This design comes from an exercise in tuning for small area and a short achievable clock period on the open sky130 flow, not from production work.
No activity file was given, so power comes from the tool's default toggle rates.

Setup of tundra:
// adder64
module adder64 (clk, x, y, result);
    input clk;
    input [63:0] x, y;
    output [64:0] result;
    wire [63:0] s;
    wire [31:0] c;
    reg [63:0] s_r;
    reg [31:0] c_r;
    reg [64:0] result_r;
    wire [64:0] sum;
    block_sum2 #(64) pre (.x(x), .y(y), .s(s), .c(c));
    carry_lookahead_adder #(64) add (.s(s_r), .c(c_r), .result(sum));
    always @(posedge clk) begin
        s_r <= s;
        c_r <= c;
        result_r <= sum;
    end
    assign result = result_r;
endmodule
Size: about 160 flip-flops, about 190 I/O pins, roughly 0.0056 mm² of cells after synthesis.
Settings: LEC_CHECK=0, CAP_MARGIN=20, CORE_MARGIN=2, CORE_UTILIZATION=40, SLEW_MARGIN=20; clock period 28.0 ns.
standard.sh (not shown) runs the stock make flow with config.mk's settings and CLKGATE_MAP_FILE= SYNTH_SCRIPT=/design/flow/synth_recipe.tcl, a recipe that flattens the netlist after the stock synthesis.
==> flow/flow/run.sh <==
#!/bin/bash
# Standard layout, with the smallest buffer on every port and a lighter
# clock tree. Full tool output goes to standard.log.
export BUFFER_PORTS_ARGS="-buffer_cell sky130_fd_sc_hd__buf_1"
export CTS_ARGS="-sink_clustering_enable -repair_clock_nets -dont_use_dummy_load -buf_list sky130_fd_sc_hd__clkbuf_4 -sink_clustering_size 20"
bash standard.sh > standard.log 2>&1
Setup changes, tundra to violet
==> flow/run.sh (new file) <==
#!/bin/bash
# synth_recipe.tcl (not shown) runs the flow's synth.tcl, then flattens the netlist and writes it again
# the make line also repeats each setting of config.mk as NAME=value (left out here)
make -C /OpenROAD-flow-scripts/flow DESIGN_CONFIG=/design/flow/config.mk WORK_HOME=/design/flow/orfs CLKGATE_MAP_FILE= SYNTH_SCRIPT=/design/flow/synth_recipe.tcl finish
removed: flow/flow/run.sh
removed: flow/standard.sh
Findings:
Looking at cell type of the slowest stage on the worst timing path, the dfxtp_1 result is from tundra; the clkdlybuf4s50_1 one comes from violet. On routing usage on met1, violet tracks tundra almost exactly. Going from tundra to violet, overall power rose by 40%, total of fill cells in the finished design fell by 152.
#### Input delta (zinc over violet)
==> flow/flow/run.sh (new file) <==
#!/bin/bash
# Standard layout, with the smallest buffer on every port and no dummy
# clock-tree loads. Full tool output goes to standard.log.
export BUFFER_PORTS_ARGS="-buffer_cell sky130_fd_sc_hd__buf_1"
export CTS_ARGS="-sink_clustering_enable -repair_clock_nets -dont_use_dummy_load"
bash standard.sh > standard.log 2>&1
==> flow/standard.sh (new file) <==
#!/bin/bash
# synth_recipe.tcl (not shown) runs the flow's synth.tcl, then flattens the netlist and writes it again
# the make line also repeats each setting of config.mk as NAME=value (left out here)
make -C /OpenROAD-flow-scripts/flow DESIGN_CONFIG=/design/flow/config.mk WORK_HOME=/design/flow/orfs CLKGATE_MAP_FILE= SYNTH_SCRIPT=/design/flow/synth_recipe.tcl "${@:-finish}"
removed: flow/run.sh
==> results.txt <==
- As far as setup TNS after final layout goes, zinc and violet are indistinguishable; the numbers are identical.
- Between zinc and violet, it is zinc whose setup slack is higher, by 0.40 ns.
- | aggregate global-route resource usage | zinc vs violet | 2.0 points lower |
Input changes introduced in maple (baseline for comparison: zinc):
Settings: changing CORE_UTILIZATION from 40 to 60.
==> flow/flow/run.sh <==
#!/bin/bash
# Standard layout, with the smallest buffer on every port and a lighter
# clock tree. Full tool output goes to standard.log.
export BUFFER_PORTS_ARGS="-buffer_cell sky130_fd_sc_hd__buf_1"
export CTS_ARGS="-sink_clustering_enable -repair_clock_nets -dont_use_dummy_load -buf_list sky130_fd_sc_hd__clkbuf_8 -root_buf sky130_fd_sc_hd__clkbuf_16 -sink_clustering_size 40 -sink_clustering_max_diameter 150"
bash standard.sh > standard.log 2>&1
### Flow results
Power share of the combinational group, maple and zinc: smaller value in zinc
Summary — first-pass GRT wire length, maple relative to zinc: lower, by about 2.5%.
Against zinc, maple reports a CTS clock-pin slew for the worst setup and hold paths that is higher.
Diff zinc -> maple: DRC violation total after the first TritonRoute iteration shows a reduction of 57, placer's final routability congestion estimate shows an increase of 1.1%, clock buffer and inverter area fraction after layout shows a reduction of 2.4 points, met2 demand-to-capacity share in global routing shows an increase of 12 points.
Delta (maple minus zinc): multi-input combinational gate total barely changed; maximum VDD drop climbed about 10%; power density over the cells dropped 5.5 mW/mm².
Edits applied to the flow inputs when going from maple to cedar:
==> flow/flow/run.sh <==
#!/bin/bash
# Standard layout, with the smallest buffer on every port and a lighter
# clock tree. Full tool output goes to standard.log.
export BUFFER_PORTS_ARGS="-buffer_cell sky130_fd_sc_hd__buf_1"
export CTS_ARGS="-sink_clustering_enable -repair_clock_nets -dont_use_dummy_load -buf_list sky130_fd_sc_hd__clkbuf_8 -root_buf sky130_fd_sc_hd__clkbuf_16 -sink_clustering_size 25 -sink_clustering_max_diameter 80"
bash standard.sh > standard.log 2>&1
==> results.txt <==
Per the comparison of cedar with maple, area share of fa/ha/maj cells after synthesis flat, wire length held, cell-internal power barely changed, effective utilization at floorplan has remained practically unchanged. Re depth of the worst hold-timing path: no difference whatsoever between maple and cedar. Reported for cedar and maple, total power divided by cell area turned out identical to the last digit. Per the comparison of cedar with maple, power held steady, post-synthesis average cell area held steady, final core utilization held steady, critical path depth held steady.
No run of this note included a check of the RTL's function; only the layout flow was run.

[re-timing with driven ports]
The flow's constraints put no driver on any port. The routed layouts listed below were extracted and timed again, unchanged, in two steps.
Step 1: set_driving_cell puts a clkbuf_16 on clk and a buf_2 on each other input, an assumption about the parent block.
Step 2 adds t to the input delays and takes it off the output delays; t is the mean of the earliest and latest rising clock arrival at the registers after step 1. Input paths then give back, and output paths get back, about the clock's delay inside the block.
Slacks: ideal ports / drivers / drivers and shift; pairs: ideal ports / drivers.
run	t, ns	slack for setup (ns)	hold slack, ns	worst setup path at the end	pins driven straight from the clock port
tundra	0.558	21.356 / 21.320 / 21.527	0.344 / 0.344 / 0.344	input to register	1
violet	0.457	21.102 / 21.062 / 21.176	0.325 / 0.325 / 0.325	input to register	1
zinc	0.452	21.498 / 21.457 / 21.518	0.329 / 0.329 / 0.329	input to register	1
maple	0.384	21.548 / 21.513 / 21.508	0.335 / 0.335 / 0.335	input to register	1
cedar	0.384	21.548 / 21.513 / 21.508	0.335 / 0.335 / 0.335	input to register	1
After both steps every run listed still meets setup and hold.
